From an optimization exercise on the open Yosys and OpenROAD flow, aimed at small area and a short achievable clock period; shortcuts taken in it are not production practice.
In this exercise RTL edits were held to simulation tests only and were not proved equivalent to the original.

## flow/design.v (module list and top-level ports; edited modules follow where they fit)
// module P_MUL: 7551 lines
// module pm_fa: 4 lines
// module pm_ha: 4 lines
// module pm_pgn: 4 lines
// module pm_pgp: 4 lines
// module pm_gn: 3 lines
// module pm_gp: 3 lines
// module pm_inv: 3 lines
module P_MUL(
    clk,
    rst_n,
    in_1,
    in_2,
    in_3,
    in_4,
    in_valid,
    out_valid,
    out
);
  // ...
==> flow/flow/run.sh <==
#!/bin/bash
# Own layout flow: the standard layout (standard.sh: the standard synthesis
# and ORFS steps, unchanged) with two settings passed through the environment:
#  - the port buffers inserted before global placement are buf_2 cells
#    (every input and output port still gets its own buffer);
set -euo pipefail
export BUFFER_PORTS_ARGS="-buffer_cell sky130_fd_sc_hd__buf_2"
export SETUP_SLACK_MARGIN=5.8
bash standard.sh finish > standard.log 2>&1
==> flow/standard.sh <==
#!/bin/bash
# synth_recipe.tcl (not shown) runs the flow's synth.tcl, then flattens the netlist and writes it again
# the make line also repeats each setting of config.mk as NAME=value (left out here)
make -C /OpenROAD-flow-scripts/flow DESIGN_CONFIG=/design/flow/config.mk WORK_HOME=/design/flow/orfs CLKGATE_MAP_FILE= SYNTH_SCRIPT=/design/flow/synth_recipe.tcl "${@:-finish}"
==> flow/config.mk <==
export PLATFORM = sky130hd
export DESIGN_NAME = P_MUL
export DESIGN_NICKNAME = P_MUL
export VERILOG_FILES = /design/flow/design.v
export SDC_FILE = /design/flow/constraint.sdc
export NUM_CORES = 4
export LEC_CHECK = 0
export CAP_MARGIN = 20
export CORE_MARGIN = 2
export CORE_UTILIZATION = 30
export PLACE_DENSITY = 0.5
export SLEW_MARGIN = 20
export SYNTH_HIERARCHICAL = 1
==> flow/constraint.sdc <==
create_clock -name core_clock -period 9.0 [get_ports {clk}]
set_input_delay 1.8000 -clock core_clock [delete_from_list [all_inputs] [get_ports {clk}]]
set_output_delay 1.8000 -clock core_clock [all_outputs]
set_load 0.01 [all_outputs]
==> run summary, run 1 <==
Placed design:
- The number of buffer cells added on primary ports is between 200 and 300.
- The post-detailed-placement half-perimeter wirelength is 212 mm.

Clock network:
- CTS saw about 860 sinks.
- TritonCTS built the clock tree.
- In this run, post-CTS repair resized a total of 202 instances.
- The tree is rooted in a sky130_fd_sc_hd__clkbuf_16.
- The number of buffers added to fix hold violations after cts is 0.

Worst setup path:
- STA classifies the critical path startpoint as a flip-flop.
- The largest driver fanout on the critical path is 28.
- The cell count of the worst reg-to-reg path is 6.
- The number of cells on the critical path is 6.
- Data arrives at the worst endpoint at 3870 ps.

Global route:
- The pin count of the biggest net entering global routing is 55.
- The first global-routing pass estimated roughly 480 mm of wire.
- Global routing consumed, on the met3 layer, between 8 and 9% of the routing resources.

Routing:
- The final wirelength is between 300 and 400 mm.
- Wire segments on met2 add up to 147 mm in the final route.

Cells and area:
- After layout, the clock buffer instance count stands at around 140.
- Leaving out fill and tap cells, the most frequent cells in the layout are sky130_fd_sc_hd__xnor2_1 (1,320), sky130_fd_sc_hd__fa_1 (1,085), sky130_fd_sc_hd__dfxtp_1 (736), sky130_fd_sc_hd__a22oi_1 (611), sky130_fd_sc_hd__a22oi_2 (517).
- Registers represent a cell area share of 20.0%.
- The top register by number of flip-flops is r1.
- The largest contributor to cell area by class is multi-input gates.
- The antenna diode instance count is 13.
- The library cell used most frequently in the layout, excluding fill and tap cells, is sky130_fd_sc_hd__xnor2_1.

Yosys:
- In the synthesized netlist, mux cells make up 0% of the area.
- sky130_fd_sc_hd__xnor2_1 is the most common cell in the netlist.
- After synthesis, the netlist uses 27 different library cells.
- Summing the sequential cell areas from Yosys gives about 22% of the chip area.

Timing:
- The tightest hold path in the finished design has a slack of between 300 and 400 ps.
- The total count of max-transition violations in the final report was 0.
- The smallest clock period supported by the final layout is computed as 3240 ps.

Floorplanning:
- The die outline width is 512 um.
- The vertical extent of the die is just over 500 um.

Run status:
- The flow ran to the end and the layout has no timing, DRC or antenna violations.
==> run 2: changes to the inputs <==
==> flow/flow/run.sh (replaced) <==
#!/bin/bash
set -euo pipefail
export BUFFER_PORTS_ARGS="-buffer_cell sky130_fd_sc_hd__buf_2"
export SETUP_SLACK_MARGIN=5.8
bash standard.sh synth > synth.log 2>&1
R=orfs/results/${FLOW_PLATFORM}/P_MUL/base
LIB=${FLOW_HOME}/platforms/${FLOW_PLATFORM}/lib/sky130_fd_sc_hd__tt_025C_1v80.lib \
ODB_IN=$R/1_synth.odb ODB_OUT=$R/1_synth.odb \
  openroad -no_init -exit flow/downsize.tcl > downsize.log 2>&1
touch $R/1_synth.sdc
bash standard.sh finish > standard.log 2>&1
==> flow/flow/downsize.tcl (new file) <==
# Downsize the combinational cells that synthesis (ABC) upsized to their
# smallest (_1) variant; timing repair later upsizes only where needed.
read_liberty $::env(LIB)
read_db $::env(ODB_IN)
set n 0
foreach inst [[ord::get_db_block] getInsts] {
  set m [[$inst getMaster] getName]
  if {[regexp {^(sky130_fd_sc_hd__(a22oi|a21oi|o21ai|o22ai|a21o|o21a|xnor2|xor2|nand2|nor2|nand3|nor3|inv|and2|or2|a211oi|o211ai|a31oi|o31ai|nand2b|nor2b|mux2i|a2bb2oi|o2bb2ai|xnor3|xor3|ha|fa))_([0-9]+)$} $m -> base kind size]} {
    if {$size > 1} {
      set new [[ord::get_db] findMaster ${base}_1]
      if {$new != "NULL"} { $inst swapMaster $new; incr n }
    }
  }
}
puts "downsized $n instances"
write_db $::env(ODB_OUT)
==> run 2 against run 1 <==
  * Non-clock buffer count decreased by 13
  * Maximum frequency decreased by 1.7%
  * Critical path depth unchanged
==> run summary, run 2 <==
Run status:
- The run finished with no timing, DRC or antenna violations.

Floorplanning:
- The core region area is ~240,000 um2.
- The die outline width is 497 um (-3.0%).
- The vertical extent of the die is 497 um (-3.0%).
- The floorplan step defined a die boundary enclosing between 200,000 and 250,000 um2.
- During I/O placement, the number of pins put on the boundary was between 200 and 300.
- Once the floorplan was initialized, standard cells occupied 30.2% of the core.
- The number of standard-cell rows in the floorplan is 180.

Worst setup path:
- The most numerous cell type found on the critical path is sky130_fd_sc_hd__fa_1.
- The end of the worst register-to-register path is r1[272].
- The worst register-to-register path has a setup slack of approximately 5700 ps.
- The cell count of the worst reg-to-reg path is 6 (unchanged).
- The largest individual stage delay along the critical path comes from the cell sky130_fd_sc_hd__dfxtp_4.
- The largest driver fanout on the critical path is 26 (-7.1%).
- The number of cells on the critical path came to 6 (unchanged).
- The peak per-stage delay on the critical path is slightly above 900 ps.
- Walking the worst path, the cells encountered are buf_12 -> a22oi_1 -> xnor2_1 -> fa_1 -> fa_1 -> fa_1.
- The worst setup path is of the reg2reg kind.
- In this run the worst setup path begins at sa[40].
- Broken down by cell family, the worst path's largest delay share belongs to adder cells.
- The number of buffer and inverter instances along the worst setup path is 1.
- The signal arrival time at the worst endpoint is 3950 ps (+80 ps).
- STA classifies the critical path endpoint as a flip-flop.
- STA classifies the critical path startpoint as a flip-flop.
- The source of the worst register-to-register timing path is sa[40].
- For the worst setup path, the data required time is just under 10,000 ps.
- The critical path endpoint is r1[272].

Placed design:
- The congestion estimate from routability-driven global placement came to between 0.9 and 1.
- The number of buffer cells added on primary ports was 287 (unchanged).
- The pre-CTS setup slack is 4750 ps.
- The post-detailed-placement half-perimeter wirelength came to 198 mm (-7.0%).

Timing:
- The final critical-path required period is 3300 ps (+56.8 ps).
- Once routing completed, OpenROAD measured the worst setup slack at 5700 ps.
- The total count of max-transition violations in the final report came to 0 (unchanged).
- Clock skew on the completed layout was measured at 64.6 ps.
- Setup violations remaining at the end of the flow were counted as 0.
- The relative slew slack is 24.5%.
- For the pin with the worst max-slew slack, the measured transition is ~1100 ps.
- The setup TNS is 0 ps.
- Setup repair after global routing could not meet its margin everywhere.
- For this run, the top clock speed supported by timing is between 300 and 400 MHz.
- The final-report hold violation count is 0.
- Dividing the final minimum period by the clock period gives between 30% and 40%.

Global route:
- The most crowded layer after global routing is met2.
- The pin count of the biggest net entering global routing is 57 (+3.6%).
- Global routing used a little under two fifths of the available met2 tracks.
- The initial antenna violation count is 28.
- The global route total overflow is 0.
- The via count of the first global-routing pass came to 61,431.
- The met3 capacity usage during global routing is 10.9% (+2.1 points).
- The wire length of the first global-routing pass is 474 mm (-0.77%).
- Across every metal layer, demand over resource in global routing totals 26.9%.
- The fraction of met1 tracks used by global routing is 34.5%.

Routing:
- After detailed routing, the average wire length per cell comes to about 38 um.
- The first-iteration detailed-routing DRC count is 9,682.
- For this run, the detailed router's first-pass iteration total came to 8.
- In the routed design, unresolved DRC markers number 0.
- The post-detailed-route count of antenna-violating nets is 0.
- The final wirelength is 376 mm (+6.3%).
- The total via count after detailed routing is between 60,000 and 70,000.
- The vias per cell is between 6 and 7.

Clock network:
- The total clock buffers created by CTS is 105.
- In this run the deepest clock path goes through 3 buffers.
- The clock-pin slew on the worst setup and hold paths is about 60 ps.
- The clock net sink count is 861 (unchanged).
- CTS built an H-tree with a depth of 3.
- The CTS tree is yes.
- The root buffer selected by CTS is sky130_fd_sc_hd__clkbuf_16.
- At the later pin of the worst-skew pair, clock insertion delay measures just over 800 ps.

Cells and area:
- The net count reported at finish is about 8,100.
- Counting the fill cells in the layout gives between 20,000 and 25,000.
- The top register by number of flip-flops is r1.
- Leaving out fill and tap cells, the most frequent cell in the layout is sky130_fd_sc_hd__xnor2_1.
- The number of flip-flops in the largest register is around 450.
- The library cells used most frequently in the layout, excluding fill and tap cells, are sky130_fd_sc_hd__xnor2_1 (1,323), sky130_fd_sc_hd__a22oi_1 (1,128), sky130_fd_sc_hd__fa_1 (1,085), sky130_fd_sc_hd__dfxtp_1 (733), sky130_fd_sc_hd__buf_2 (286).
- In the final layout, the registers with the most flip-flops are r1 x453, r2 x188, out x96.
- The area overhead of the layout relative to synthesis is 14.0%.
- The share of layout cells above drive strength 1 is around 16%.

Yosys:
- The total of warnings raised by yosys is 7.
- Each instance of the synthesized netlist takes up on average ~11 um2.
- The synthesized cell area is about 73,000 um2.
- The cell count after synthesis came out at 6,627.
- Counting every net in the synthesized netlist gives around 8,200.

Run:
- The number of max-cap violations is 0.

Worst hold path:
- In this run the worst hold path is classified as reg2reg.
[run 2: cell types whose count changed in the layout (fill, tap and decap cells not counted), sizes merged]
cell and change:
buf -7, diode +16, clkbuf -18, clkinv +7, bufinv -5
[run 2: area by class of cell]
| class | count | area (um2) | share of cell area [%] |
|---|---|---|---|
| diodes | 29 | 72.6 | 0.0874 |
| clock buffers | 131 | 2860 | 3.44 |
| clock inverters | 65 | 828 | 0.997 |
| inverters | 146 | 548 | 0.660 |
| multi-input cells | 4991 | 52600 | 63.3 |
| flip-flops and latches | 861 | 17700 | 21.3 |
| well taps | 3185 | 3990 | 4.80 |
| repair buffers | 465 | 4530 | 5.45 |
[run 2: worst min path at each step]
stage	to	startpoint	depth (start not counted)	slack, ps
floorplan	r2[0]	r1[0]	0	310
detailed placement	r2[5]	r1[5]	0	310
global route	r2[5]	r1[5]	0	330
CTS	r2[5]	r1[5]	0	330
global placement	r2[1]	r1[1]	0	310
finish	r2[0]	r1[0]	0	330
[run 2: timing repair]
| action | 4_1_cts | 5_1_grt |
|---|---|---|
| cloned | 0 | 0 |
| pin swaps | 13 | 39 |
| hold buffers | 0 | 0 |
| setup buffers | 37 | 79 |
| setup endpoints to repair | 401 | 169 |
| resized for setup | 101 | 183 |
[run 2: stage by stage]
stage	util (%)	instance area (um2)	std cells	hold slack (ps)
floorplan	-	73900	6627	310
global placement	31.5	75900	9531	313
detailed placement	31.5	75900	9531	314
CTS	33.5	80700	9764	327
global route	34.4	83000	9849	328
finish	34.5	83100	9873	326
[run 2: per-layer routing]
layer  wire length, um  share of wire [%]  vias up
li1                  -                  -    22388
met1            137000                 36    30080
met2            148000                 39     5914
met3             59800                 16     1809
met4             29700                7.9       36
met5               655               0.17        -
[run 2: worst register-to-register path: stages (launching register included)]
cell	delay [ps]
sky130_fd_sc_hd__dfxtp_4	910
sky130_fd_sc_hd__buf_12	310
sky130_fd_sc_hd__a22oi_1	190
sky130_fd_sc_hd__xnor2_1	200
sky130_fd_sc_hd__fa_1	510
sky130_fd_sc_hd__fa_1	530
sky130_fd_sc_hd__fa_1	520
==> run 3: changes to the inputs <==
--- a/flow/flow/run.sh
+++ b/flow/flow/run.sh
@@ -3,3 +3,3 @@
 export BUFFER_PORTS_ARGS="-buffer_cell sky130_fd_sc_hd__buf_2"
-export SETUP_SLACK_MARGIN=5.8
+export SETUP_SLACK_MARGIN=5.7
 bash standard.sh synth > synth.log 2>&1
==> run 3 against run 2 <==
  * Cell count shrank 0.60%
  * Sequential cell count unchanged
  * Maximum frequency decreased by 2.9%
  * Synthesized cell count unchanged
  * Via count decreased by 3.9%
  * Critical endpoint is now r1[192]
  * Still clean
  * Critical path depth fell by 1
==> run summary, run 3 <==
Floorplanning:
- The vertical extent of the die is 497 um (unchanged).
- The top-level port count is 288 (unchanged).
- The effective utilization at floorplan was 30.2% (unchanged).
- The overall die area is 247,000 um2 (unchanged).
- The number of standard-cell rows in the floorplan is 180 (unchanged).
- The core region area was 241,000 um2 (unchanged).
- The die outline width is 497 um (unchanged).

Clock network:
- The worst-case clock buffer depth is 3 (unchanged).
- The root buffer selected by CTS is sky130_fd_sc_hd__clkbuf_16.
- The total clock buffers created by CTS is 107 (+1.9%).
- The clock-pin slew on the worst setup and hold paths is 60 ps (about the same).
- The CTS tree is yes.
- The worst-skew pair later-pin latency is 820 ps (about the same).
- The H-tree depth is 3 (unchanged).
- The clock net sink count is 861 (unchanged).

Timing:
- The maximum frequency from static timing analysis is 295 MHz (-2.9%).
- The setup TNS is 0 ps (unchanged).
- Setup repair after global routing could not meet its margin everywhere.
- The final worst-path cycle share is 37.7% (+1.1 points).
- The final critical-path required period is 3390 ps (+97.5 ps).
- The relative slew slack is 20.4% (-4.2 points).
- The worst setup skew after layout is 55.4 ps (-9.20 ps).
- The final-report hold violation count is 0 (unchanged).
- The total setup violations reported at the end of the flow is 0 (unchanged).
- The slack of the critical path is 5610 ps (-97.5 ps).
- The pin slew with the least headroom to its limit is 1190 ps (+62.9 ps).
- The total count of max-transition violations in the final report is 0 (unchanged).

Cells and area:
- The most common cell after layout, fill and taps aside is sky130_fd_sc_hd__xnor2_1.
- The share of layout cells above drive strength 1 is 13.8% (-2.3 points).
- In the layout the commonest cells are sky130_fd_sc_hd__xnor2_1 (1,324), sky130_fd_sc_hd__a22oi_1 (1,128), sky130_fd_sc_hd__fa_1 (1,085), sky130_fd_sc_hd__dfxtp_1 (734), sky130_fd_sc_hd__nand2_1 (304).
- The number of flip-flops in the largest register is 453 (unchanged).
- The top register by number of flip-flops is r1.
- The net count reported at finish is 8,079 (-0.52%).
- The largest registers in the layout are r1 x453, r2 x188, out x96.
- The utilization of the core after routing is 33.7% (-0.73 points).
- The area overhead of the layout relative to synthesis is 11.6%.
- The filler cell count in the final layout is 24,245 (+0.97%).

Routing:
- The highest metal layer with signal wires is met5.
- The number of detailed-routing iterations run before antenna repair is 14 (+6).
- The post-detailed-route count of antenna-violating nets is 0 (unchanged).
- The final wirelength is 348 mm (-7.3%).
- The met3 wire length was 49.8 mm (-17%).
- The average wire per standard cell is 35.5 um (-6.7%).
- The vias per cell came to 5.90 (-3.3%).
- The met2 wire length is 142 mm (-4.2%).
- The total routed wire length on the met1 layer is 133 mm (-3.3%).
- The first-iteration detailed-routing DRC count is 8,597 (-11%).
- The total via count after detailed routing is 57,903 (-3.9%).
- The DRC violation count after routing was 0 (unchanged).

Global route:
- The wire length of the first global-routing pass is 459 mm (-3.2%).
- The via count of the first global-routing pass came to 60,879 (-0.90%).
- The pin count of the biggest net entering global routing was 55 (-3.5%).
- The initial antenna violation count is 20 (-29%).
- The global route total overflow is 0 (unchanged).
- The global router's overall resource usage is 25.8% (-1.1 points).

Placed design:
- The pre-CTS setup slack is 4690 ps (-62.5 ps).
- The final weighted congestion of routability-driven global placement is 0.919 (-0.86%).
- The post-detailed-placement half-perimeter wirelength is 198 mm (+0.21%).
- The number of buffer cells added on primary ports was 287 (unchanged).

Yosys:
- The post-synthesis area per instance was 11.0 um2 (unchanged).
- The synthesized cell area is 72,900 um2 (unchanged).
- The total nets after synthesis was 8,178 (unchanged).
- The synthesized instance count is 6,627 (unchanged).
- The total of warnings raised by yosys came to 7 (unchanged).

Run status:
- The flow ran to the end and the layout has no timing, DRC or antenna violations.

Worst setup path:
- The worst setup path is captured at a flip-flop.
- The signal arrival time at the worst endpoint is 4080 ps (+130 ps).
- The largest driver fanout on the critical path is 48 (+85%).
- By startpoint and endpoint, the worst setup path is classified as reg2reg.
- The most critical setup path has its endpoint at r1[192].
- The worst path required time is 9680 ps (+30 ps).
- The end of the worst register-to-register path is r1[192].
- The worst setup path startpoint is two[6].
- The worst register-to-register path begins at two[6].
- The cell count of the worst reg-to-reg path came to 5 (-1).
- The element type at the critical path start is a flip-flop.

Run:
- The number of max-cap violations is 0 (unchanged).

Worst hold path:
- The startpoint identified for the worst hold timing path is r1[0].
- The tightest min-delay check is of the reg2reg type.
==> run 3: stage by stage <==
stage / area (um2) / hold WS [ps] / instances
final: 81300 / 325 / 9814
after global routing: 81300 / 333 / 9797
after CTS: 79800 / 325 / 9735
after detailed placement: 75700 / 314 / 9537
after global placement: 75700 / 312 / 9536
after floorplan: 73700 / 310 / 6627
==> run 3: worst max-delay path, cell delays in order (launching register included) <==
cell,delay [ps]
sky130_fd_sc_hd__dfxtp_4,1080
sky130_fd_sc_hd__a22oi_1,250
sky130_fd_sc_hd__xnor2_1,320
sky130_fd_sc_hd__fa_1,480
sky130_fd_sc_hd__fa_1,620
sky130_fd_sc_hd__fa_1,430
==> run 3: layer usage <==
metal / vias to the layer above / GRT usage [%]
met5: - / 0.0965
met4: 20 / 12.2
met3: 1446 / 8.77
met2: 5135 / 38.0
met1: 29031 / 33.8
li1: 22271 / -
==> run 3: timing repair <==
| item | 4_1_cts | 5_1_grt |
|---|---|---|
| setup endpoints to repair | 362 | 155 |
| pin swaps | 3 | 16 |
| gates resized for setup | 75 | 76 |
| hold endpoints to repair | 0 | 0 |
| hold buffers | 0 | 0 |
| buffers inserted | 6 | 61 |
==> run 3: worst min-delay path by stage <==
stage / to / cells past startpoint
detailed placement: r2[187] / 0
global placement: r2[1] / 0
global route: r2[0] / 0
floorplan: r2[0] / 0
finish: r2[0] / 0
CTS: r2[3] / 0
==> run 3: cell type report <==
class                      instances  area [um2]  area share, %
antenna                           18        45.0         0.0554
clock buffer                     133        2910           3.57
clock inverter                    59         757          0.931
inverter                         146         548          0.674
multi-input combinational       4991       52000           64.0
sequential                       861       17700           21.7
tap                             3185        3990           4.90
timing repair buffer             421        3400           4.18

## port drivers added, routing unchanged
Ports are ideal in the flow. The routed layouts listed here were re-timed in OpenROAD. Step 1 sets driving cells, clkbuf_16 on the clock port and buf_2 on the other inputs (assumed; they add their load-dependent delay and slew). Step 2, shift: input delay + t, output delay - t, t = (earliest + latest rising clock arrival at the registers) / 2. This alone moves slack from input paths to output paths. Three values: no drivers, after step 1, after step 2; two values: the first two.
run	shift t [ns]	setup slack, ns	worst setup path after step 2	clock arrival spread, ns	worst data-port slew with drivers (ns)
run 1	0.867	5.761 / 5.761 / 5.012	input to register	0.068 / 0.068	0.07
run 2	0.873	5.704 / 5.704 / 5.022	input to register	0.066 / 0.066	0.06
run 3	0.859	5.606 / 5.606 / 4.944	input to register	0.056 / 0.055	0.06
After both steps setup and hold are still met in every run listed. For run 1, which loses most, drivers alone change the setup slack by 0.000 ns; drivers and shift together by -0.749 ns.
